From an optimization exercise on the open Yosys and OpenROAD flow, aimed at small area; shortcuts taken in it are not production practice. Only simulation tests tie the RTL to the original design; equivalence was not proved. Power is estimated from default activity; no workload was simulated.

### flow/constraint.sdc
create_clock -name core_clock -period 6.0 [get_ports {clk}]
set_input_delay 1.2000 -clock core_clock [delete_from_list [all_inputs] [get_ports {clk}]]
set_output_delay 1.2000 -clock core_clock [all_outputs]
set_load 0.01 [all_outputs]
### flow/flow/run.sh
#!/bin/bash
# Own layout flow: the standard synthesis, then the combinational cells of its netlist
# are re-synthesised for area with ABC (the flip-flop instances are kept as they are, with
# their names and cell types): plain &nf mapping, and deepsyn from several random seeds
# (from the netlist as it is, or after dc2/dch), each mapped with &nf; the smallest result is
# kept. Then the standard layout from floorplan to finish, with
# the smallest buffer on the ports. Each tool's output goes to a log file in this folder.
set -euo pipefail
W=$(pwd)
FH=${FLOW_HOME:-/OpenROAD-flow-scripts/flow}
R=$W/orfs/results/${FLOW_PLATFORM:-sky130hd}/color_run_finder/base
YOSYS=yosys
if [[ -x $FH/../tools/install/yosys/bin/yosys ]]; then YOSYS=$FH/../tools/install/yosys/bin/yosys; fi
LIB=$FH/platforms/sky130hd/lib/sky130_fd_sc_hd__tt_025C_1v80.lib

bash standard.sh synth > $W/synth.log 2>&1
cp $R/1_2_yosys.v $W/synth_standard.v

DEEP_T=${DEEP_T:-30}
SEEDS=${SEEDS:-24}
PAR=${PAR:-4}
DU=$(grep -o 'sky130_fd_sc_hd__\(lpflow\|probe\)[a-z0-9_]*' $LIB | sort -u | sed 's/^/-dont_use /' | tr '\n' ' ')
mkdir -p $W/reopt
reopt() {
  local s=$1
  if (( s == 1 )); then
    printf 'strash\n&get -n\n&nf -R 1000 -F 10 -A 10\n&put\ntopo\n' > $W/reopt/r$s.abc
  elif (( s % 2 == 0 )); then
    printf 'strash\ndc2\ndch\ndc2\n&get -n\n&deepsyn -T %s -S %s\n&put\n&get -n\n&nf -R 1000 -F 10 -A 10\n&put\ntopo\n' "$DEEP_T" "$s" > $W/reopt/r$s.abc
  else
    printf 'strash\n&get -n\n&deepsyn -T %s -S %s\n&put\n&get -n\n&nf -R 1000 -F 10 -A 10\n&put\ntopo\n' "$DEEP_T" "$s" > $W/reopt/r$s.abc
  fi
  $YOSYS -p "read_liberty -ignore_miss_func $LIB; read_verilog $W/synth_standard.v; hierarchy -top $FLOW_TOP; \
    blackbox sky130_fd_sc_hd__*df*; flatten; opt_clean; \
    opt -full; abc -liberty $LIB $DU -script $W/reopt/r$s.abc; opt_clean -purge; \
    hilomap -singleton -hicell sky130_fd_sc_hd__conb_1 HI -locell sky130_fd_sc_hd__conb_1 LO; \
    splitnets; opt_clean -purge; tee -o $W/reopt/r$s.txt stat -liberty $LIB; \
    write_verilog -noattr -nohex -nodec $W/reopt/r$s.v" > $W/reopt/r$s.log 2>&1 || true
}
s=1
while (( s <= SEEDS )); do
  for ((k = 0; k < PAR && s <= SEEDS; k++, s++)); do reopt $s & done
  wait
done
best=""; besta=""
for ((s = 1; s <= SEEDS; s++)); do
  [[ -f $W/reopt/r$s.v && -f $W/reopt/r$s.txt ]] || continue
  a=$(grep -o "Chip area for module .*: [0-9.]*" $W/reopt/r$s.txt | awk '{print $NF}' || true)
  [[ -n "$a" ]] || continue
  if [[ -z "$best" ]] || awk "BEGIN{exit !($a < $besta)}"; then best=$s; besta=$a; fi
done
echo "best seed $best area $besta" > $W/reopt_choice.txt
if [[ -n "$best" ]]; then cp $W/reopt/r$best.v $R/1_2_yosys.v; fi
rm -f $R/1_synth.odb $R/1_synth.sdc
bash standard.sh BUFFER_PORTS_ARGS="-buffer_cell sky130_fd_sc_hd__buf_1" finish > $W/finish.log 2>&1
### flow/config.mk
export PLATFORM = sky130hd
export DESIGN_NAME = color_run_finder
export DESIGN_NICKNAME = color_run_finder
export VERILOG_FILES = /design/flow/design.v
export SDC_FILE = /design/flow/constraint.sdc
export NUM_CORES = 4
export LEC_CHECK = 0
export CAP_MARGIN = 20
export CORE_MARGIN = 2
export CORE_UTILIZATION = 45
export CTS_BUF_LIST = sky130_fd_sc_hd__clkbuf_8
export PLACE_DENSITY = 0.6
export SLEW_MARGIN = 20
### flow/standard.sh
#!/bin/bash
# synth_recipe.tcl (not shown) runs the flow's synth.tcl, then flattens the netlist and writes it again
# the make line also repeats each setting of config.mk as NAME=value (left out here)
make -C /OpenROAD-flow-scripts/flow DESIGN_CONFIG=/design/flow/config.mk WORK_HOME=/design/flow/orfs CLKGATE_MAP_FILE= SYNTH_SCRIPT=/design/flow/synth_recipe.tcl "${@:-finish}"
### flow/design.v
module color_match(p, m);
  input [15:0] p;
  wire [15:0] p;
  output m;
  wire m;
  wire _0_;
  wire _100_;
  wire _101_;
  wire _102_;
  wire _103_;
  wire _104_;
  wire _105_;
  wire _106_;
  wire _107_;
  wire _108_;
  wire _109_;
  wire _10_;
  wire _110_;
  wire _111_;
  wire _112_;
  wire _113_;
  wire _114_;
  wire _115_;
  wire _116_;
  wire _117_;
  wire _118_;
  wire _119_;
  wire _11_;
  wire _120_;
  wire _121_;
  wire _122_;
  wire _123_;
  wire _124_;
  wire _125_;
  wire _126_;
  wire _127_;
  wire _128_;
  wire _129_;
  wire _12_;
  wire _130_;
  wire _131_;
  wire _132_;
  wire _133_;
  wire _134_;
  wire _135_;
  wire _136_;
  wire _137_;
  wire _138_;
  wire _139_;
  wire _13_;
  wire _140_;
  wire _141_;
  wire _142_;
  wire _143_;
  wire _144_;
  wire _145_;
  wire _146_;
  wire _147_;
  wire _148_;
  wire _149_;
  wire _14_;
  wire _150_;
  wire _151_;
  wire _152_;
  wire _153_;
  wire _154_;
  wire _155_;
  wire _156_;
  wire _157_;
  wire _158_;
  wire _159_;
  wire _15_;
  wire _160_;
  wire _161_;
  wire _162_;
  wire _163_;
  wire _164_;
  wire _165_;
  wire _166_;
  wire _167_;
  wire _168_;
  wire _169_;
  wire _16_;
  wire _170_;
  wire _171_;
  wire _172_;
  wire _173_;
  wire _174_;
  wire _175_;
  wire _176_;
  wire _177_;
  wire _178_;
  wire _179_;
  wire _17_;
  wire _180_;
  wire _181_;
  wire _182_;
  wire _183_;
  wire _184_;
  wire _185_;
  wire _186_;
  wire _187_;
  wire _188_;
  wire _189_;
  wire _18_;
  wire _190_;
  wire _191_;
  wire _192_;
  wire _193_;
  wire _194_;
  wire _195_;
  wire _196_;
  wire _197_;
  wire _198_;
  wire _199_;
  wire _19_;
  wire _1_;
  wire _200_;
  wire _201_;
  wire _202_;
  wire _203_;
  wire _204_;
  wire _205_;
  wire _206_;
  wire _207_;
  wire _208_;
  wire _209_;
  wire _20_;
  wire _210_;
  wire _211_;
  wire _212_;
  wire _213_;
  wire _214_;
  wire _215_;
  wire _216_;
  wire _217_;
  wire _21_;
  wire _22_;
  wire _23_;
  wire _24_;
  wire _25_;
  wire _26_;
  wire _27_;
  wire _28_;
  wire _29_;
  wire _2_;
  wire _30_;
  wire _31_;
  wire _32_;
  wire _33_;
  wire _34_;
  wire _35_;
  wire _36_;
  wire _37_;
  wire _38_;
  wire _39_;
  wire _3_;
  wire _40_;
  wire _41_;
  wire _42_;
  wire _43_;
  wire _44_;
  wire _45_;
  wire _46_;
  wire _47_;
  wire _48_;
  wire _49_;
  wire _4_;
  wire _50_;
  wire _51_;
  wire _52_;
  wire _53_;
  wire _54_;
  wire _55_;
  wire _56_;
  wire _57_;
  wire _58_;
  wire _59_;
  wire _5_;
  wire _60_;
  wire _61_;
  wire _62_;
  wire _63_;
  wire _64_;
  wire _65_;
  wire _66_;
  wire _67_;
  wire _68_;
  wire _69_;
  wire _6_;
  wire _70_;
  wire _71_;
  wire _72_;
  wire _73_;
  wire _74_;
  wire _75_;
  wire _76_;
  wire _77_;
  wire _78_;
  wire _79_;
  wire _7_;
  wire _80_;
  wire _81_;
  wire _82_;
  wire _83_;
  wire _84_;
  wire _85_;
  wire _86_;
  wire _87_;
  wire _88_;
  wire _89_;
  wire _8_;
  wire _90_;
  wire _91_;
  wire _92_;
  wire _93_;
  wire _94_;
  wire _95_;
  wire _96_;
  wire _97_;
  wire _98_;
  wire _99_;
  wire _9_;
  wire \u.g05.B ;
  wire \u.g10.A1 ;
  wire \u.g10.A2 ;
  wire \u.g10.A3 ;
  wire \u.g10.B1 ;
  wire \u.g10.C1 ;
  wire \u.g11.A1 ;
  wire \u.g11.B1 ;
  wire \u.g13.A ;
  wire \u.g13.B ;
  wire \u.g15.B ;
  wire \u.g16.B ;
  wire \u.g17.B ;
  wire \u.g18.A ;
  wire \u.g18.B ;
  wire \u.g20.A ;
  wire \u.g20.B ;
  wire \u.g22.A1 ;
  wire \u.g22.A2 ;
  wire \u.g22.B1_N ;
  wire \u.g25.A1 ;
  wire \u.g25.A2 ;
  wire \u.g25.B1 ;
  wire \u.g27.B ;
  wire \u.g29.B ;
  wire \u.g32.B ;
  wire \u.g32.C ;
  wire \u.g33.A ;
  wire \u.g33.B ;
  wire \u.g35.B ;
  wire \u.g36.A ;
  wire \u.g36.B ;
  wire \u.g38.A ;
  wire \u.g38.B ;
  wire \u.g40.B ;
  wire \u.g41.A2 ;
  wire \u.g43.A2 ;
  wire \u.g43.B1 ;
  wire \u.g45.A1 ;
  wire \u.g45.A2 ;
  wire \u.g45.B1 ;
  wire \u.g45.B2 ;
  wire \u.g50.A ;
  wire \u.g50.B ;
  wire \u.g52.B1 ;
  wire \u.g53.A1 ;
  wire \u.g53.A2 ;
  wire \u.g53.B1 ;
  wire \u.g53.B2 ;
  wire \u.g54.B1 ;
  wire \u.g55.B ;
  wire \u.g55.C ;
  wire \u.g57.A ;
  wire \u.g57.B ;
  wire \u.g57.C ;
  wire \u.g59.A2 ;
  wire \u.g61.C ;
  wire \u.g62.A2 ;
  wire \u.g62.B1 ;
  wire \u.g63.A1 ;
  wire \u.g63.A2 ;
  wire \u.g63.B1 ;
  wire \u.g66.A ;
  wire \u.g68.A1 ;
  wire \u.g68.A2 ;
  wire \u.g68.B1 ;
  wire \u.g69.B2 ;
  wire \u.g72.A ;
  wire \u.g73.C ;
  wire \u.g74.B1 ;
  wire \u.g74.B2 ;
  wire \u.g75.B1 ;
  wire \u.g75.B2 ;
  wire \u.g76.A1 ;
  wire \u.g76.A2 ;
  wire \u.g76.B1 ;
  wire \u.g79.B2 ;
  wire \u.g81.A2 ;
  wire \u.g82.A1 ;
  wire \u.g82.A2 ;
  wire \u.g85.A2 ;
  wire \u.g85.B1 ;
  wire \u.g87.A ;
  wire \u.g87.B ;
  wire \u.g87.C ;
  wire \u.g90.B ;
  wire \u.g91.B1 ;
  wire \u.g92.A ;
  wire \u.g92.B ;
  wire \u.g92.C ;
  wire \u.g93.B1 ;
  wire \u.g93.C1 ;
  wire \u.g93.D1 ;
  assign \u.g35.B  = \u.g11.A1  | _37_;
  assign \u.g45.B1  = _17_ | _18_;
  assign _18_ = ~\u.g43.B1 ;
  assign _17_ = _117_ & _16_;
  assign _16_ = ~\u.g43.A2 ;
  assign _6_ = ~p[3];
  assign \u.g45.B2  = _4_ | _128_;
  assign _27_ = ~\u.g16.B ;
  assign _4_ = _205_ | _207_;
  assign _207_ = ~\u.g41.A2 ;
  assign _205_ = _127_ & _18_;
  assign _153_ = ~p[1];
  assign _32_ = ~\u.g50.A ;
  assign \u.g73.C  = ~\u.g72.A ;
  assign _210_ = ~\u.g20.A ;
  assign \u.g57.A  = _137_ | _151_;
  assign _151_ = _129_ & _118_;
  assign _118_ = ~\u.g45.B2 ;
  assign _129_ = ~\u.g45.A2 ;
  assign _137_ = _124_ | _135_;
  assign _135_ = _129_ & _103_;
  assign _103_ = ~\u.g45.B1 ;
  assign _126_ = ~\u.g32.B ;
  assign _124_ = _104_ | _122_;
  assign _122_ = _102_ & _118_;
  assign _59_ = \u.g38.A  & \u.g74.B1 ;
  assign _148_ = ~p[12];
  assign _104_ = _102_ & _103_;
  assign _89_ = ~\u.g76.A1 ;
  assign _136_ = p[12] & \u.g29.B ;
  assign \u.g22.A1  = _210_ | _198_;
  assign _92_ = ~p[14];
  assign \u.g45.A2  = \u.g55.B  | _68_;
  assign _114_ = ~p[0];
  assign \u.g32.C  = \u.g33.A  | _136_;
  assign \u.g53.A1  = \u.g36.A  & _93_;
  assign _11_ = ~\u.g10.B1 ;
  assign \u.g36.B  = _24_ | _99_;
  assign \u.g50.A  = _37_ & \u.g66.A ;
  assign \u.g81.A2  = p[13] & p[14];
  assign _130_ = \u.g22.B1_N  & \u.g20.B ;
  assign \u.g50.B  = \u.g11.A1  & _6_;
  assign _125_ = ~p[11];
  assign _143_ = _114_ & _209_;
  assign \u.g53.A2  = _32_ & _110_;
  assign _110_ = ~\u.g50.B ;
  assign _105_ = ~\u.g11.B1 ;
  assign _145_ = _85_ & \u.g22.B1_N ;
  assign \u.g53.B1  = _166_ | _31_;
  assign _31_ = _32_ & _5_;
  assign _5_ = ~\u.g52.B1 ;
  assign _141_ = ~\u.g82.A1 ;
  assign _166_ = \u.g36.A  & _5_;
  assign _150_ = ~\u.g29.B ;
  assign \u.g32.B  = _143_ | _145_;
  assign \u.g54.B1  = _76_ | _34_;
  assign _34_ = _53_ & _43_;
  assign _43_ = ~\u.g53.A2 ;
  assign _113_ = ~\u.g33.A ;
  assign _76_ = _101_ & _81_;
  assign _81_ = ~\u.g53.B2 ;
  assign _99_ = ~\u.g35.B ;
  assign \u.g55.C  = _186_ | _175_;
  assign _175_ = _43_ & _195_;
  assign _195_ = ~\u.g54.B1 ;
  assign \u.g11.A1  = ~p[2];
  assign _186_ = _53_ & _195_;
  assign _164_ = ~p[10];
  assign _85_ = ~p[6];
  assign \u.g57.B  = _15_ & \u.g55.C ;
  assign \u.g33.A  = _148_ & _150_;
  assign \u.g57.C  = _102_ & _129_;
  assign _173_ = ~\u.g87.A ;
  assign _181_ = ~\u.g25.A1 ;
  assign \u.g63.A2  = _46_ & _45_;
  assign _45_ = ~\u.g57.C ;
  assign _46_ = _51_ & _49_;
  assign _24_ = ~\u.g13.B ;
  assign _209_ = ~\u.g22.B1_N ;
  assign \u.g59.A2  = _73_ | _60_;
  assign _60_ = p[5] & _114_;
  assign \u.g36.A  = ~p[13];
  assign _70_ = ~p[7];
  assign _73_ = _203_ & _114_;
  assign _194_ = p[3] & \u.g91.B1 ;
  assign _157_ = _153_ & _209_;
  assign \u.g62.A2  = _95_ | _132_;
  assign _202_ = ~\u.g92.A ;
  assign _95_ = _85_ & _96_;
  assign _96_ = ~\u.g59.A2 ;
  assign _51_ = ~\u.g57.A ;
  assign \u.g61.C  = _105_ | _210_;
  assign _49_ = ~\u.g57.B ;
  assign _159_ = _70_ & \u.g22.B1_N ;
  assign \u.g62.B1  = _130_ & \u.g61.C ;
  assign \u.g29.B  = _157_ | _159_;
  assign \u.g63.B1  = _144_ | _138_;
  assign _138_ = _142_ & _146_;
  assign _146_ = ~\u.g62.B1 ;
  assign _142_ = ~\u.g62.A2 ;
  assign _144_ = _181_ & _146_;
  assign _30_ = ~\u.g55.C ;
  assign \u.g53.B2  = p[13] & _93_;
  assign \u.g76.A1  = _161_ | _152_;
  assign _152_ = ~\u.g63.B1 ;
  assign _161_ = _165_ & _162_;
  assign _162_ = ~\u.g63.A2 ;
  assign _167_ = ~\u.g27.B ;
  assign \u.g76.A2  = _177_ | _176_;
  assign _176_ = \u.g55.B  & \u.g55.C ;
  assign _177_ = _15_ | _178_;
  assign _178_ = p[14] & \u.g55.C ;
  assign _168_ = _27_ & _167_;
  assign \u.g68.A1  = _148_ | _126_;
  assign \u.g43.B1  = \u.g15.B  | _182_;
  assign _169_ = \u.g16.B  & \u.g27.B ;
  assign \u.g68.A2  = _217_ | _47_;
  assign \u.g33.B  = _127_ & _128_;
  assign _217_ = _1_ | _198_;
  assign _40_ = _39_ & \u.g32.B ;
  assign _1_ = p[9] | _125_;
  assign \u.g05.B  = _114_ & p[6];
  assign \u.g45.A1  = _168_ | _169_;
  assign \u.g68.B1  = _10_ | _7_;
  assign _7_ = _126_ & _148_;
  assign _41_ = \u.g41.A2  & p[11];
  assign \u.g10.A1  = \u.g15.B  & _107_;
  assign _10_ = _12_ & _47_;
  assign _61_ = ~\u.g38.B ;
  assign _12_ = p[9] & _125_;
  assign _42_ = _41_ & \u.g32.B ;
  assign _93_ = ~\u.g36.B ;
  assign \u.g69.B2  = _21_ | _19_;
  assign _19_ = _20_ & _22_;
  assign _22_ = ~\u.g68.B1 ;
  assign _20_ = ~\u.g68.A2 ;
  assign _21_ = _23_ & _22_;
  assign \u.g10.A2  = _85_ & p[0];
  assign _63_ = ~\u.g22.A1 ;
  assign \u.g75.B1  = _28_ | _25_;
  assign _25_ = p[13] & _150_;
  assign \u.g43.A2  = _40_ | _42_;
  assign \u.g10.A3  = _70_ & p[1];
  assign _28_ = _30_ & _29_;
  assign _29_ = ~\u.g69.B2 ;
  assign \u.g20.B  = _158_ | _105_;
  assign \u.g74.B1  = _36_ | _33_;
  assign _33_ = _150_ & _30_;
  assign _128_ = ~\u.g32.C ;
  assign \u.g10.B1  = p[1] | _70_;
  assign _36_ = p[13] & _30_;
  assign _48_ = p[4] & _47_;
  assign _15_ = p[14] & \u.g55.B ;
  assign \u.g72.A  = _125_ & _148_;
  assign \u.g10.C1  = _38_ | _44_;
  assign \u.g27.B  = \u.g25.A2  | _209_;
  assign \u.g38.A  = _113_ & _117_;
  assign \u.g74.B2  = _52_ & \u.g72.A ;
  assign _44_ = p[2] & p[8];
  assign _52_ = _126_ & _47_;
  assign _38_ = \u.g11.A1  & _37_;
  assign _53_ = ~\u.g53.A1 ;
  assign \u.g75.B2  = _55_ | _54_;
  assign _54_ = \u.g38.B  & \u.g74.B2 ;
  assign _55_ = _57_ | _56_;
  assign _56_ = \u.g38.A  & \u.g74.B2 ;
  assign _57_ = _59_ | _58_;
  assign _58_ = \u.g38.B  & \u.g74.B1 ;
  assign _184_ = _181_ & _182_;
  assign \u.g76.B1  = _66_ | _62_;
  assign _62_ = _64_ & _152_;
  assign _203_ = ~p[4];
  assign _64_ = _162_ & _75_;
  assign _75_ = ~\u.g75.B2 ;
  assign _23_ = ~\u.g68.A1 ;
  assign _66_ = _71_ | _67_;
  assign _67_ = _69_ & _152_;
  assign \u.g11.B1  = _13_ | _14_;
  assign _69_ = _162_ & _80_;
  assign _80_ = ~\u.g75.B1 ;
  assign _14_ = ~\u.g10.C1 ;
  assign _71_ = _77_ | _72_;
  assign _72_ = _74_ & _152_;
  assign _13_ = _9_ | _11_;
  assign _74_ = _165_ & _75_;
  assign _47_ = ~\u.g40.B ;
  assign _9_ = _3_ & _8_;
  assign _77_ = _79_ & _152_;
  assign _39_ = \u.g32.C  & p[11];
  assign _79_ = _165_ & _80_;
  assign _3_ = _0_ & _2_;
  assign _185_ = ~\u.g25.A2 ;
  assign \u.g93.B1  = _87_ | _84_;
  assign _84_ = _86_ & _88_;
  assign _88_ = ~\u.g76.B1 ;
  assign _86_ = ~\u.g76.A2 ;
  assign _87_ = _89_ & _88_;
  assign _107_ = ~\u.g05.B ;
  assign _182_ = ~\u.g25.B1 ;
  assign \u.g93.C1  = _90_ & _30_;
  assign _50_ = _203_ & \u.g40.B ;
  assign _90_ = _92_ & _91_;
  assign _91_ = ~\u.g55.B ;
  assign _187_ = _185_ & _182_;
  assign \u.g79.B2  = _97_ | \u.g15.B ;
  assign \u.g13.A  = _100_ | _105_;
  assign _97_ = _98_ | _209_;
  assign _117_ = ~\u.g33.B ;
  assign _98_ = _85_ & \u.g73.C ;
  assign _100_ = p[2] & _37_;
  assign \u.g63.A1  = _184_ | _187_;
  assign \u.g82.A1  = _108_ | _106_;
  assign _106_ = \u.g36.A  & _121_;
  assign _121_ = ~\u.g79.B2 ;
  assign _2_ = ~\u.g10.A2 ;
  assign _108_ = _111_ | _109_;
  assign _109_ = _148_ & _121_;
  assign \u.g41.A2  = _48_ | _50_;
  assign \u.g13.B  = _180_ | _196_;
  assign _111_ = _115_ | _112_;
  assign _112_ = \u.g36.A  & _92_;
  assign _196_ = p[3] & p[9];
  assign _180_ = _6_ & \u.g66.A ;
  assign _115_ = _119_ | _116_;
  assign _116_ = _148_ & _92_;
  assign _102_ = ~\u.g45.A1 ;
  assign _127_ = _125_ & _126_;
  assign _119_ = _123_ | _120_;
  assign _120_ = _125_ & _121_;
  assign \u.g22.B1_N  = _197_ | _179_;
  assign _179_ = \u.g13.A  & \u.g13.B ;
  assign _123_ = _125_ & _92_;
  assign _197_ = _26_ & _24_;
  assign \u.g38.B  = \u.g53.B2  | _83_;
  assign _101_ = ~\u.g53.B1 ;
  assign \u.g82.A2  = _133_ | _150_;
  assign _132_ = ~\u.g18.A ;
  assign _133_ = _126_ & _134_;
  assign _134_ = ~\u.g81.A2 ;
  assign \u.g25.A2  = _107_ & _2_;
  assign \u.g87.A  = _139_ | _43_;
  assign _198_ = ~\u.g20.B ;
  assign _139_ = _141_ & _140_;
  assign _140_ = ~\u.g82.A2 ;
  assign _83_ = \u.g36.A  & \u.g36.B ;
  assign \u.g85.A2  = _150_ & _126_;
  assign \u.g18.A  = \u.g10.A3  | _11_;
  assign \u.g15.B  = ~p[5];
  assign \u.g85.B1  = _149_ | _147_;
  assign _147_ = \u.g72.A  & _92_;
  assign \u.g40.B  = \u.g15.B  | _209_;
  assign _0_ = ~\u.g10.A1 ;
  assign _149_ = _47_ & _92_;
  assign \u.g16.B  = _203_ & p[5];
  assign \u.g25.A1  = _209_ & _198_;
  assign \u.g87.B  = _155_ | _154_;
  assign _154_ = ~\u.g85.B1 ;
  assign _155_ = _37_ & _156_;
  assign _156_ = ~\u.g85.A2 ;
  assign _158_ = _8_ & _14_;
  assign \u.g87.C  = _163_ | _160_;
  assign _160_ = \u.g36.A  & \u.g66.A ;
  assign _8_ = ~\u.g10.A3 ;
  assign _165_ = ~\u.g63.A1 ;
  assign _163_ = _164_ & \u.g66.A ;
  assign \u.g17.B  = _107_ & _27_;
  assign _35_ = _63_ & \u.g22.B1_N ;
  assign \u.g92.A  = _171_ | _170_;
  assign _170_ = ~\u.g87.C ;
  assign _171_ = _173_ | _172_;
  assign _172_ = ~\u.g87.B ;
  assign _94_ = ~\u.g22.A2 ;
  assign \u.g92.B  = _174_ | _203_;
  assign _37_ = ~p[8];
  assign _174_ = _6_ & _101_;
  assign \u.g55.B  = \u.g38.A  & _61_;
  assign _78_ = _94_ & \u.g22.B1_N ;
  assign \u.g90.B  = _92_ | _32_;
  assign \u.g18.B  = _2_ & _82_;
  assign \u.g25.B1  = _35_ | _78_;
  assign \u.g91.B1  = _164_ | _183_;
  assign _183_ = ~\u.g90.B ;
  assign \u.g66.A  = ~p[9];
  assign \u.g92.C  = _190_ | _188_;
  assign _188_ = _189_ & p[15];
  assign _189_ = \u.g53.B1  & \u.g91.B1 ;
  assign _190_ = _193_ | _191_;
  assign _191_ = _192_ & p[15];
  assign _192_ = p[4] & \u.g91.B1 ;
  assign _193_ = _194_ & p[15];
  assign \u.g52.B1  = p[8] & p[9];
  assign \u.g93.D1  = _200_ | _199_;
  assign _199_ = ~\u.g92.C ;
  assign _200_ = _202_ | _201_;
  assign _201_ = ~\u.g92.B ;
  assign \u.g22.A2  = _132_ | _131_;
  assign m = _211_ | _204_;
  assign _204_ = _206_ & _212_;
  assign _212_ = ~\u.g93.D1 ;
  assign _206_ = _208_ & _214_;
  assign _214_ = ~\u.g93.C1 ;
  assign _208_ = \u.g73.C  & _216_;
  assign _216_ = ~\u.g93.B1 ;
  assign _82_ = ~\u.g17.B ;
  assign _211_ = _213_ & _212_;
  assign _65_ = ~\u.g38.A ;
  assign _213_ = _215_ & _214_;
  assign \u.g20.A  = _132_ & _131_;
  assign _215_ = _49_ & _216_;
  assign _131_ = ~\u.g18.B ;
  assign _26_ = ~\u.g13.A ;
  assign _68_ = _65_ & \u.g38.B ;
endmodule
module run_finder (
    input clk,
    input rst,
    input end_frame_in,
    input end_line_in,
    input new_pixel,
    input pixel,
    output [10:0] run_start,
    output [10:0] run_end,
    output new_run,
    output end_line_out,
    output end_frame_out
  );
  reg np_q, x_q, ef_q;
  reg [10:0] col_q, start_q;
  reg found_q;
  always @(posedge clk) begin
    np_q <= ~rst & new_pixel;
    x_q <= ~rst & ((new_pixel & pixel) | end_line_in);
    ef_q <= ~rst & end_frame_in;
  end
  wire pm = np_q & x_q;
  wire pn = np_q & ~x_q;
  wire el = ~np_q & x_q;
  assign run_start = start_q;
  assign run_end = col_q;
  assign new_run = found_q & (pn | el);
  assign end_line_out = el;
  assign end_frame_out = ef_q;
  always @(posedge clk) begin
    if (rst || el || ef_q) begin
      col_q <= 11'd0;
      found_q <= 1'b0;
    end else if (np_q) begin
      col_q <= col_q + 1'b1;
      found_q <= x_q;
    end
    if (!found_q)
      start_q <= col_q;
  end
endmodule
module color_run_finder (
    input clk,
    input rst,
    input end_frame_in,
    input end_line_in,
    input new_pixel_in,
    input [15:0] pixel_in,
    output [10:0] run_start,
    output [10:0] run_end,
    output new_run,
    output end_line_out,
    output end_frame_out
  );
  wire match;
  color_match color_match (
      .p(pixel_in),
      .m(match)
    );
  run_finder run_finder (
      .clk(clk),
      .rst(rst),
      .end_frame_in(end_frame_in),
      .end_line_in(end_line_in),
      .new_pixel(new_pixel_in),
      .pixel(match),
      .run_start(run_start),
      .run_end(run_end),
      .new_run(new_run),
      .end_line_out(end_line_out),
      .end_frame_out(end_frame_out)
    );
endmodule
==> results of run 1 <==
[critical path: cells and delay by family]
| family | cells | cell delay, ps |
|---|---|---|
| AOI/OAI and AO/OA | 8 | 900 |
| muxes | 1 | 480 |
| buffers and inverters | 1 | 170 |
| and+or+nand+nor | 3 | 670 |
| xor gates and xnor gates | 3 | 1020 |
[cell usage in the layout (no fill, tap or decap), types with 2 or more instances in the layout]
cell type,n
a211oi_1,2
clkinv_1,8
o22ai_1,2
xor2_1,3
nor2_1,20
nor3_1,7
a31oi_1,2
buf_1,45
a221oi_1,2
xnor2_1,8
nand3_1,2
o21ai_0,12
and3_1,5
dfxtp_1,15
clkbuf_8,3
o21a_1,4
and2_0,2
a21oi_1,24
o21bai_1,2
nand2_1,17
edfxtp_1,11
nor2b_1,6
[report_power, final]
| part | internal [mW] | switching [mW] |
|---|---|---|
| clock network | 0.0457 | 0.0500 |
| logic | 0.0362 | 0.0618 |
| registers | 0.190 | 0.00296 |
[registers in the layout, indices dropped and copies added, names as in the netlist]
register / cells
run_finder.x_q: 1
run_finder.found_q: 1
run_finder.start_q: 11
run_finder.ef_q: 1
run_finder.np_q: 1
run_finder.col_q: 11
[per-stage QoR]
step            util  hold WS [ps]
2_1_floorplan      -           468
3_3_place_gp   0.533           457
3_5_place_dp   0.533           470
4_1_cts        0.548           483
5_1_grt        0.548           496
6_report       0.548           479
[final cells by class]
type,instances,area share
multi-input combinational,131,0.446
sequential,26,0.383
timing repair buffer,45,0.103
clock buffer,3,0.0251
tap,33,0.0251
inverter,7,0.0160
clock inverter,1,0.00228
[worst paths after layout]
kind / from / endpoint / slack (ps) / depth (start not counted)
max: pixel_in[6] / run_finder.x_q / 1690 / 16
min: run_finder.col_q[10] / run_finder.col_q[10] / 480 / 1
max reg2reg: run_finder.np_q / run_finder.col_q[10] / 4000 / 7
min reg2reg: run_finder.col_q[10] / run_finder.col_q[10] / 480 / 1
[per-layer routing]
metal / share of wire / global-route usage / vias to the layer above
li1: - / - / 697
met1: 0.53 / 0.269 / 577
met2: 0.43 / 0.268 / 33
met3: 0.039 / 0.0480 / 0
met4: 0 / 0.00952 / 0
met5: 0 / 0 / -
==> summary.md, run 1 <==
| Metric | Value |
|---|---|
| Row count | `20` |
| Synthesized area per cell | `8.48 sq um` |
| RSZ-0062 raised after global routing | `false` |
| Pre-CTS WS | `1440 ps` |
| Tightest Pin Transition | `559 ps` |
| Cells after Synth | `164` |
| Dpl hpwl | `2320 um` |
| Synth Warn # | `1` |
| Worst slew margin | `0.625` |
| Routability cong. | `0.837` |
| First-pass GRT wire length | `4860 um` |
| Fin crit share | `0.718` |
| Vias per inst | `5.31` |
| # IOs | `46` |
| Core box area | `3000 sq um` |
| CP max stage delay | `480 ps` |
| Clk sinks | `26` |
| Design Area, Final | `1650 sq um` |
| Worst path most repeated cell | `a21oi_1` |
| Area growth from synthesis to layout | `18.4%` |
| Post-cts gate resize count | `0` |
| Vias in the first global route | `1101` |
| Root buf cell | `clkbuf_8` |
| Drt wl/cell | `12.3 um` |
| Register area | `631 sq um` |
| DIE HEIGHT | `59.6 um` |
| Peak supply drop | `250 uV` |
| Min Tclk post-route | `4310 ps` |
| Status | `finished clean` |
| Leak Pwr | `0.597 nW` |
| Post-Route WL | `3020 um` |
| Pwr Total | `0.386 mW` |
| Share of cells above drive strength 1 | `0.0141` |
| Mapped Area | `1390 sq um` |
| Syn_nets | `185` |
| Hold Fails Final Rpt | `0` |
| Fin. max-slew vios | `0` |
| CTS tree | `yes` |
| Clock Latency Late Sink | `260 ps` |
| Clock Path Buffers | `2` |
| Largest net degree at the start of global routing | `15` |
| CTS Buf Count | `3` |
| Pre-antenna DRT Iters | `4` |
| Total negative slack | `0 ps` |
| Post-DRT Antenna Nets | `0` |
| Setup Skew | `0.450 ps` |
| Critical Path RT | `6150 ps` |
| Final setup viols | `0` |
| Initial Util | `0.463` |
| Placed cell count | `242` |
| Final WS setup | `1690 ps` |
| Critical Path End Type | `flip-flop` |
| Number of antenna diodes | `0` |
| Die span in x | `59.6 um` |
| Kind of start point of the critical path | `input port` |
| DRT iter0 DRCs | `71` |
| Vias | `1307` |
| H-tree depth | `1` |
| Max-cap violations | `0` |
| CP Class | `in2reg` |
| I/O Buffers | `45` |
| Die area | `3550 sq um` |
| Dpl cell area | `1600 sq um` |
| GRT overflow | `0` |
| CP Cell Sequence | `buf_1, nor2b_1, o21ai_0, o21ai_0, and2_0, a21oi_1, xnor2_1, mux2_1, xnor2_1, a21oi_1, xnor2_1, a21oi_1, nor3_1, o21ai_0, a21oi_1, o22ai_1` |
| Clock transition at path regs | `80 ps` |
| Hold buffers post-CTS | `0` |
| Non-filler instance count after layout | `246` |
| Final Net Count | `235` |
| Initial antenna violation count | `0` |
| Pwr dens | `235 nW/um^2` |
| Worst Path Max Fanout | `7` |
| Post-CTS setup buffers | `0` |
| Footprint of the multi-input gates | `733 sq um` |
| Drt drc | `0` |
| GRT Util Overall | `0.178` |
| HP Class | `reg2reg` |
| Fillers | `298` |
| Fmax | `0.232 GHz` |
| CP max stage cell | `xnor2_1` |
| Data arrival, critical path | `4460 ps` |
==> run 2, diff against run 1 <==
--- a/flow/flow/run.sh
+++ b/flow/flow/run.sh
@@ -4,7 +4,7 @@
 # their names and cell types): plain &nf mapping, and deepsyn from several random seeds
 # (from the netlist as it is, or after dc2/dch), each mapped with &nf; the smallest result is
 # kept. Then the standard layout from floorplan to finish, with
-# the smallest buffer on the ports. Each tool's output goes to a log file in this folder.
+# the smallest buffer on the ports and CTS without a dummy load on the clock tree. Each tool's output goes to a log file in this folder.
 set -euo pipefail
 W=$(pwd)
 FH=${FLOW_HOME:-/OpenROAD-flow-scripts/flow}
@@ -17,7 +17,7 @@
 cp $R/1_2_yosys.v $W/synth_standard.v
 
 DEEP_T=${DEEP_T:-30}
-SEEDS=${SEEDS:-24}
+SEEDS=${SEEDS:-32}
 PAR=${PAR:-4}
 DU=$(grep -o 'sky130_fd_sc_hd__\(lpflow\|probe\)[a-z0-9_]*' $LIB | sort -u | sed 's/^/-dont_use /' | tr '\n' ' ')
 mkdir -p $W/reopt
@@ -52,4 +52,4 @@
 echo "best seed $best area $besta" > $W/reopt_choice.txt
 if [[ -n "$best" ]]; then cp $W/reopt/r$best.v $R/1_2_yosys.v; fi
 rm -f $R/1_synth.odb $R/1_synth.sdc
-bash standard.sh BUFFER_PORTS_ARGS="-buffer_cell sky130_fd_sc_hd__buf_1" finish > $W/finish.log 2>&1
+bash standard.sh BUFFER_PORTS_ARGS="-buffer_cell sky130_fd_sc_hd__buf_1" CTS_ARGS="-buf_list sky130_fd_sc_hd__clkbuf_8 -sink_clustering_enable -repair_clock_nets -dont_use_dummy_load" finish > $W/finish.log 2>&1
==> run 2 against run 1 <==
Against the previous run:
- clock skew is 4.9 ps higher
- sequential cell count unchanged
- register-to-register slack about the same
- critical path type unchanged
==> summary.md, run 2 <==
| Metric | Value |
|---|---|
| Status | `finished clean` |
| Largest net degree at the start of global routing | `15 (unchanged)` |
| Clock transition at path regs | `70 ps (about the same)` |
| DIE HEIGHT | `59.6 um (unchanged)` |
| Design Area, Final | `1640 sq um (-0.23%)` |
| Cells after Synth | `164 (unchanged)` |
| Largest regs | `run_finder.col_q (11), run_finder.start_q (11)` |
| Placed cell count | `242 (unchanged)` |
| Drt wl/cell | `12.2 um (-0.56%)` |
| Number of antenna diodes | `0 (unchanged)` |
| Critical Path RT | `6140 ps (about the same)` |
| Commonest cells after routing, fill and taps aside | `buf_1 (45), a21oi_1 (24), nor2_1 (20), nand2_1 (17), dfxtp_1 (15)` |
| Drt drc | `0 (unchanged)` |
| Post-DRT Antenna Nets | `0 (unchanged)` |
| Post-CTS setup buffers | `0 (unchanged)` |
| Pwr dens | `233 nW/um^2 (-0.82%)` |
| Vias in the first global route | `1101 (unchanged)` |
| Max-cap violations | `0 (unchanged)` |
| Met3 Use GR | `0.0480 (unchanged)` |
| Commonest non-fill, non-tap cell in the layout | `buf_1` |
| Fin. max-slew vios | `0 (unchanged)` |
| Data arrival, critical path | `4460 ps (about the same)` |
| Core box area | `3000 sq um (unchanged)` |
| First-pass GRT wire length | `4860 um (-0.14%)` |
| Die area | `3550 sq um (unchanged)` |
| Total negative slack | `0 ps (unchanged)` |
| Dpl hpwl | `2320 um (unchanged)` |
| HP Class | `reg2reg` |
| Non-filler instance count after layout | `245 (-0.41%)` |
| Die span in x | `59.6 um (unchanged)` |
| CTS Buf Count | `3 (unchanged)` |
| Busiest layer in global routing | `met1` |
| # IOs | `46 (unchanged)` |
| Min Tclk post-route | `4310 ps (+5.95 ps)` |
| Initial Util | `0.463 (unchanged)` |
| Final WS setup | `1690 ps (-5.95 ps)` |
| Fin crit share | `0.719 (+0.000992)` |
| I/O Buffers | `45 (unchanged)` |
| Fmax | `0.232 GHz (-0.14%)` |
| Syn_nets | `185 (unchanged)` |
| Mapped Area | `1390 sq um (unchanged)` |
| Vias per inst | `5.33 (+0.33%)` |
| Synth Warn # | `1 (unchanged)` |
| Row count | `20 (unchanged)` |
| Post-Route WL | `2990 um (-0.96%)` |
| Pre-antenna DRT Iters | `4 (unchanged)` |
| Area growth from synthesis to layout | `18.1%` |
| GRT Util Overall | `0.178 (unchanged)` |
| CTS tree | `yes` |
| Synthesized area per cell | `8.48 sq um (unchanged)` |
| Vias | `1306 (-0.077%)` |
| Critical Path End Type | `flip-flop` |
| Post-cts gate resize count | `0 (unchanged)` |
| Initial antenna violation count | `0 (unchanged)` |
| Pwr Total | `0.382 mW (-1.0%)` |
| Kind of start point of the critical path | `input port` |
| HP Start | `run_finder.col_q[10]` |
| Clk sinks | `26 (unchanged)` |
| GRT overflow | `0 (unchanged)` |
| Setup Skew | `5.37 ps (+4.92 ps)` |
| Final setup viols | `0 (unchanged)` |
| Pre-CTS WS | `1440 ps (unchanged)` |
| Root buf cell | `clkbuf_8` |
| Dpl cell area | `1600 sq um (unchanged)` |
| Tightest Pin Transition | `559 ps (+0.339 ps)` |
| Worst slew margin | `0.624 (about the same)` |
| Hold Slack | `476 ps (-3.21 ps)` |
| Clock Path Buffers | `2 (unchanged)` |
| RSZ-0062 raised after global routing | `false` |
| Clock Latency Late Sink | `260 ps (about the same)` |
| Met1 Use GR | `0.269 (unchanged)` |
| DRT iter0 DRCs | `55 (-23%)` |
| Layout Utilization | `0.547 (-0.00125)` |
| CP Class | `in2reg` |
| Worst Setup SP | `pixel_in[6]` |
| Final Net Count | `235 (unchanged)` |
| Peak supply drop | `241 uV (-3.5%)` |
| Routability cong. | `0.837 (unchanged)` |
| M2 GR Usage | `0.268 (unchanged)` |
| Leak Pwr | `0.595 nW (-0.26%)` |
| Share of cells above drive strength 1 | `0.0142 (+0.0000664)` |
| R2r startpoint | `run_finder.np_q` |
| Hold buffers post-CTS | `0 (unchanged)` |
| Worst Path Max Fanout | `7 (unchanged)` |
| H-tree depth | `1 (unchanged)` |
| Hold Fails Final Rpt | `0 (unchanged)` |
## run 2: routing by layer
layer  up-vias  wire (um)
li1        697          -
met1       574       1550
met2        35       1320
met3         0        123
met4         0          0
met5         -          0
## run 2: final timing paths
path / end / slack (ps) / cells after the start
hold / removal: run_finder.col_q[10] / 480 / 1
setup / recovery: run_finder.x_q / 1690 / 16
hold reg to reg: run_finder.col_q[10] / 480 / 1
setup reg to reg: run_finder.col_q[10] / 4000 / 7
## run 2: power by group
group,internal [mW],leakage (nW),switching (mW),total [mW]
Combinational,0.0362,0.322,0.0616,0.0978
Sequential,0.190,0.252,0.00297,0.193
Clock,0.0448,0.0216,0.0471,0.0919
## run 2: area by class of cell
| type | instances | area (sq um) |
|---|---|---|
| fill | 297 | 1360 |
| multi-input combinational | 131 | 733 |
| sequential | 26 | 631 |
| timing repair buffer | 45 | 169 |
| clock buffer | 3 | 41.3 |
| tap | 33 | 41.3 |
| inverter | 7 | 26.3 |
## run 2: worst max-delay path, stage by stage
cell and delay (ps):
buf_1 170, nor2b_1 260, o21ai_0 100, o21ai_0 100
and2_0 180, a21oi_1 60, xnor2_1 480, mux2_1 480
xnor2_1 340, a21oi_1 200, xnor2_1 200, a21oi_1 90
nor3_1 230, o21ai_0 110, a21oi_1 150, o22ai_1 100
==> run 3, diff against run 2 <==
==> flow/flow/run.sh (replaced) <==
#!/bin/bash
# Own layout flow: the standard synthesis, then the combinational cells of its netlist
# are re-synthesised for area with ABC (the flip-flop instances are kept as they are, with
# their names and cell types): plain &nf mapping, and deepsyn from several random seeds
# (from the netlist as it is, or after dc2/dch), each mapped with &nf; the smallest result is
# kept, and later rounds start deepsyn again from the best netlist so far. Then the standard flow's
# standard layout from floorplan to finish, with the smallest buffer on the ports and CTS
# without a dummy load on the clock tree. Each tool's output goes to a log file in this folder.
set -euo pipefail
W=$(pwd)
FH=${FLOW_HOME:-/OpenROAD-flow-scripts/flow}
R=$W/orfs/results/${FLOW_PLATFORM:-sky130hd}/color_run_finder/base
YOSYS=yosys
if [[ -x $FH/../tools/install/yosys/bin/yosys ]]; then YOSYS=$FH/../tools/install/yosys/bin/yosys; fi
LIB=$FH/platforms/sky130hd/lib/sky130_fd_sc_hd__tt_025C_1v80.lib

bash standard.sh synth > $W/synth.log 2>&1
cp $R/1_2_yosys.v $W/synth_standard.v

DEEP_T=${DEEP_T:-30}
SEEDS=${SEEDS:-16}
ROUNDS=${ROUNDS:-3}
PAR=${PAR:-4}
DU=$(grep -o 'sky130_fd_sc_hd__\(lpflow\|probe\)[a-z0-9_]*' $LIB | sort -u | sed 's/^/-dont_use /' | tr '\n' ' ')
mkdir -p $W/reopt
# reopt IN TAG SCRIPT: re-synthesise the combinational cells of netlist IN with the ABC script
reopt() {
  local in=$1 tag=$2
  printf "$3" > $W/reopt/$tag.abc
  $YOSYS -p "read_liberty -ignore_miss_func $LIB; read_verilog $in; hierarchy -top $FLOW_TOP; \
    blackbox sky130_fd_sc_hd__*df*; flatten; opt_clean; \
    opt -full; abc -liberty $LIB $DU -script $W/reopt/$tag.abc; opt_clean -purge; \
    hilomap -singleton -hicell sky130_fd_sc_hd__conb_1 HI -locell sky130_fd_sc_hd__conb_1 LO; \
    splitnets; opt_clean -purge; tee -o $W/reopt/$tag.txt stat -liberty $LIB; \
    write_verilog -noattr -nohex -nodec $W/reopt/$tag.v" > $W/reopt/$tag.log 2>&1 || true
}
area_of() {
  [[ -f $W/reopt/$1.v && -f $W/reopt/$1.txt ]] || return 0
  grep -o "Chip area for module .*: [0-9.]*" $W/reopt/$1.txt | awk '{print $NF}' || true
}
MAP='&get -n\n&nf -R 1000 -F 10 -A 10\n&put\ntopo\n'
# round 0 starts from the standard synthesis; each later round from the best netlist so far
best=""; besta=""; start=$W/synth_standard.v
for ((round = 0; round < ROUNDS; round++)); do
  s=1
  while (( s <= SEEDS )); do
    for ((k = 0; k < PAR && s <= SEEDS; k++, s++)); do
      seed=$(( (round * SEEDS + s) % 101 ))
      if (( round == 0 && s == 1 )); then
        reopt $start r${round}_$s "strash\n$MAP" &
      elif (( round == 0 && s % 2 == 0 )); then
        reopt $start r${round}_$s "strash\ndc2\ndch\ndc2\n&get -n\n&deepsyn -T $DEEP_T -S $seed\n&put\n$MAP" &
      else
        reopt $start r${round}_$s "strash\n&get -n\n&deepsyn -T $DEEP_T -S $seed\n&put\n$MAP" &
      fi
    done
    wait
  done
  for ((s = 1; s <= SEEDS; s++)); do
    a=$(area_of r${round}_$s)
    [[ -n "$a" ]] || continue
    if [[ -z "$best" ]] || awk "BEGIN{exit !($a < $besta)}"; then best=r${round}_$s; besta=$a; fi
  done
  echo "after round $round: best $best area $besta" >> $W/reopt_choice.txt
  [[ -n "$best" ]] && start=$W/reopt/$best.v
done
if [[ -n "$best" ]]; then cp $W/reopt/$best.v $R/1_2_yosys.v; fi
rm -f $R/1_synth.odb $R/1_synth.sdc
bash standard.sh BUFFER_PORTS_ARGS="-buffer_cell sky130_fd_sc_hd__buf_1" CTS_ARGS="-buf_list sky130_fd_sc_hd__clkbuf_8 -sink_clustering_enable -repair_clock_nets -dont_use_dummy_load" finish > $W/finish.log 2>&1
==> run 3 against run 2 <==
Against the previous run:
- clock power barely moved
- global-route usage fell by 0.21 points
- combinational power fell by 3.3%
- register-to-register slack barely moved
- maximum frequency fell by 5.1%
- critical endpoint unchanged
- largest power group unchanged
- non-clock buffer count did not move
- setup slack got worse by 230 ps
- still clean on timing, DRC and antenna
==> summary.md, run 3 <==
| Metric | Value |
|---|---|
| Synthesized area per cell | `8.77 sq um (+3.5%)` |
| Peak supply drop | `229 uV (-5.2%)` |
| Data arrival, critical path | `4680 ps (+220 ps)` |
| GRT overflow | `0 (unchanged)` |
| CP Class | `in2reg` |
| Post-Route WL | `3110 um (+4.0%)` |
| DRT iter0 DRCs | `59 (+7.3%)` |
| HP Class | `reg2reg` |
| Core box area | `3000 sq um (unchanged)` |
| R2r startpoint | `run_finder.np_q` |
| Share of cells above drive strength 1 | `0.0146 (+0.000412)` |
| Root buf cell | `clkbuf_8` |
| Total negative slack | `0 ps (unchanged)` |
| Clock transition at path regs | `80 ps (about the same)` |
| Tightest Pin Transition | `686 ps (+126 ps)` |
| Post-DRT Antenna Nets | `0 (unchanged)` |
| Initial Util | `0.462 (-0.00125)` |
| Pwr dens | `231 nW/um^2 (-0.67%)` |
| First-pass GRT wire length | `4740 um (-2.4%)` |
| Number of antenna diodes | `0 (unchanged)` |
| Commonest cells after routing, fill and taps aside | `buf_1 (45), a21oi_1 (20), nand2_1 (18), nor2_1 (15), dfxtp_1 (15)` |
| GRT Util Overall | `0.176 (-0.00210)` |
| Mapped Area | `1390 sq um (-0.27%)` |
| Initial antenna violation count | `0 (unchanged)` |
| H-tree depth | `1 (unchanged)` |
| Largest regs | `run_finder.col_q (11), run_finder.start_q (11)` |
| Die area | `3540 sq um (-0.25%)` |
| I/O Buffers | `45 (unchanged)` |
| Final Net Count | `229 (-2.6%)` |
| Final setup viols | `0 (unchanged)` |
| Min Tclk post-route | `4540 ps (+230 ps)` |
| Clock Latency Late Sink | `260 ps (about the same)` |
| Kind of start point of the critical path | `input port` |
| Commonest non-fill, non-tap cell in the layout | `buf_1` |
| Die span in x | `59.5 um (-0.13%)` |
| Syn_nets | `179 (-3.2%)` |
| Pre-antenna DRT Iters | `4 (unchanged)` |
| Clock Path Buffers | `2 (unchanged)` |
| Worst Path Max Fanout | `8 (+1)` |
| CTS tree | `yes` |
| Reg-to-reg endpoint | `run_finder.col_q[10]` |
| Fin. max-slew vios | `0 (unchanged)` |
| R2R setup slack | `4000 ps (about the same)` |
| Largest net degree at the start of global routing | `15 (unchanged)` |
| CTS Buf Count | `3 (unchanged)` |
| Drt wl/cell | `13.0 um (+6.7%)` |
| Post-CTS setup buffers | `0 (unchanged)` |
| Cells after Synth | `158 (-3.7%)` |
| Vias | `1301 (-0.38%)` |
| Fillers | `304 (+2.4%)` |
| Clk sinks | `26 (unchanged)` |
| Worst Setup SP | `pixel_in[7]` |
| Critical Path End Type | `flip-flop` |
| # IOs | `46 (unchanged)` |
| Hold Slack | `485 ps (+9.43 ps)` |
| Drt drc | `0 (unchanged)` |
| RSZ-0062 raised after global routing | `false` |
| Worst slew margin | `0.540 (-0.0848)` |
| Status | `finished clean` |
| Max-cap violations | `0 (unchanged)` |
| Footprint of the multi-input gates | `722 sq um (-1.5%)` |
| Critical Path RT | `6140 ps (about the same)` |
| Dpl hpwl | `2470 um (+6.5%)` |
| FF-to-FF path depth | `7 (unchanged)` |
| Vias in the first global route | `1068 (-3.0%)` |
| Area growth from synthesis to layout | `18.1% (about the same)` |
| Leak Pwr | `0.601 nW (+0.97%)` |
| Routability cong. | `0.873 (+4.3%)` |
| Fmax | `0.220 GHz (-5.1%)` |
| Row count | `20 (unchanged)` |
| Hold Fails Final Rpt | `0 (unchanged)` |
| Register area | `631 sq um (unchanged)` |
| Post-cts gate resize count | `0 (unchanged)` |
| Hold buffers post-CTS | `0 (unchanged)` |
| Synth Warn # | `1 (unchanged)` |
| Worst setup path end | `run_finder.x_q` |
| Vias per inst | `5.44 (+2.1%)` |
| DIE HEIGHT | `59.5 um (-0.13%)` |
| Setup Skew | `7.91 ps (+2.54 ps)` |
| Fin crit share | `0.757 (+0.0383)` |
-- run 3: cell types whose count changed in the layout (fill, tap and decap cells not counted), moves of 3 or more --
cell | before | now
nor2_1 | 20 | 15
a21oi_1 | 24 | 20
nor2b_1 | 6 | 3
nor3_1 | 7 | 10
-- run 3: per-stage QoR --
stage	util	area [sq um]	setup WS [ps]	total power, mW	cells
after floorplan	-	1390	1880	0.263	158
after global placement	0.532	1600	1400	0.291	236
after detailed placement	0.532	1600	1240	0.290	236
after CTS	0.545	1640	1510	0.381	239
after global routing	0.545	1640	1130	0.399	239
final	0.545	1640	1460	0.379	239
-- run 3: worst min-delay path by stage --
| stage | cells past startpoint | endpoint | slack, ps | from |
|---|---|---|---|---|
| 3_5_place_dp | 0 | run_finder.start_q[7] | 460 | run_finder.col_q[7] |
| 4_1_cts | 0 | run_finder.start_q[7] | 480 | run_finder.col_q[7] |
| 3_3_place_gp | 0 | run_finder.start_q[7] | 450 | run_finder.col_q[7] |
| 5_1_grt | 0 | run_finder.start_q[1] | 500 | run_finder.col_q[1] |
| 2_1_floorplan | 2 | run_finder.found_q | 460 | run_finder.found_q |
| 6_report | 0 | run_finder.start_q[7] | 490 | run_finder.col_q[7] |
-- run 3: per-layer routing --
layer | track usage | share of wire | up-vias
met1 | 0.275 | 0.50 | 578
met2 | 0.248 | 0.43 | 45
met5 | 0 | 0 | -
met4 | 0.0127 | 0 | 0
met3 | 0.0546 | 0.067 | 0
li1 | - | - | 678
-- run 3: area by class of cell --
cell class | instances | share of cell area
Tap cell | 33 | 0.0252
Sequential cell | 26 | 0.385
Multi-Input combinational cell | 123 | 0.441
Clock buffer | 3 | 0.0252
Inverter | 9 | 0.0206
Timing Repair Buffer | 45 | 0.103
-- run 3: critical path, stage by stage --
cell and delay [ps]:
buf_1 150, clkinv_1 100, o21ai_0 250, a21o_1 160, o21ai_0 110, xnor2_1 570
mux2i_1 550, xnor2_1 180, nor3_1 300, nor3_1 130, maj3_1 390, o31a_1 310
nor3_1 170, o32ai_1 100
-- run 3: where the power goes --
group,internal (mW),switching (mW),total [mW]
Sequential,0.190,0.00285,0.192
Clock,0.0448,0.0470,0.0918
Combinational,0.0361,0.0585,0.0946
Total,0.270,0.108,0.379

==> afterwards: timing with drivers on the ports <==
In the flow no input, the clock included, has a driving cell. The finished layouts below were timed again as built, in two steps.
Step 1 (the two cells are an assumption about what drives the block):
set clk [get_ports {clk}]
set_driving_cell -lib_cell sky130_fd_sc_hd__clkbuf_16 $clk
set_driving_cell -lib_cell sky130_fd_sc_hd__buf_2 [delete_from_list [all_inputs] $clk]
Step 2, shift: input delay + t, output delay - t, t = (earliest + latest rising clock arrival at the registers) / 2. This alone moves slack from input paths to output paths.
a / b / c = ideal ports / drivers / drivers and shift; a / b = the first two.
| run | shift t [ns] | setup slack, ns | hold WS [ns] |
|---|---|---|---|
| run 1 | 0.281 | 1.692 / 1.691 / 1.410 | 0.479 / 0.479 / 0.479 |
| run 2 | 0.279 | 1.686 / 1.685 / 1.407 | 0.476 / 0.476 / 0.476 |
| run 3 | 0.279 | 1.456 / 1.451 / 1.172 | 0.485 / 0.485 / 0.485 |
After both steps setup and hold are still met in every run listed. The setup slack of run 3, which loses most, moves by -0.005 ns with the drivers and by -0.284 ns with both steps.
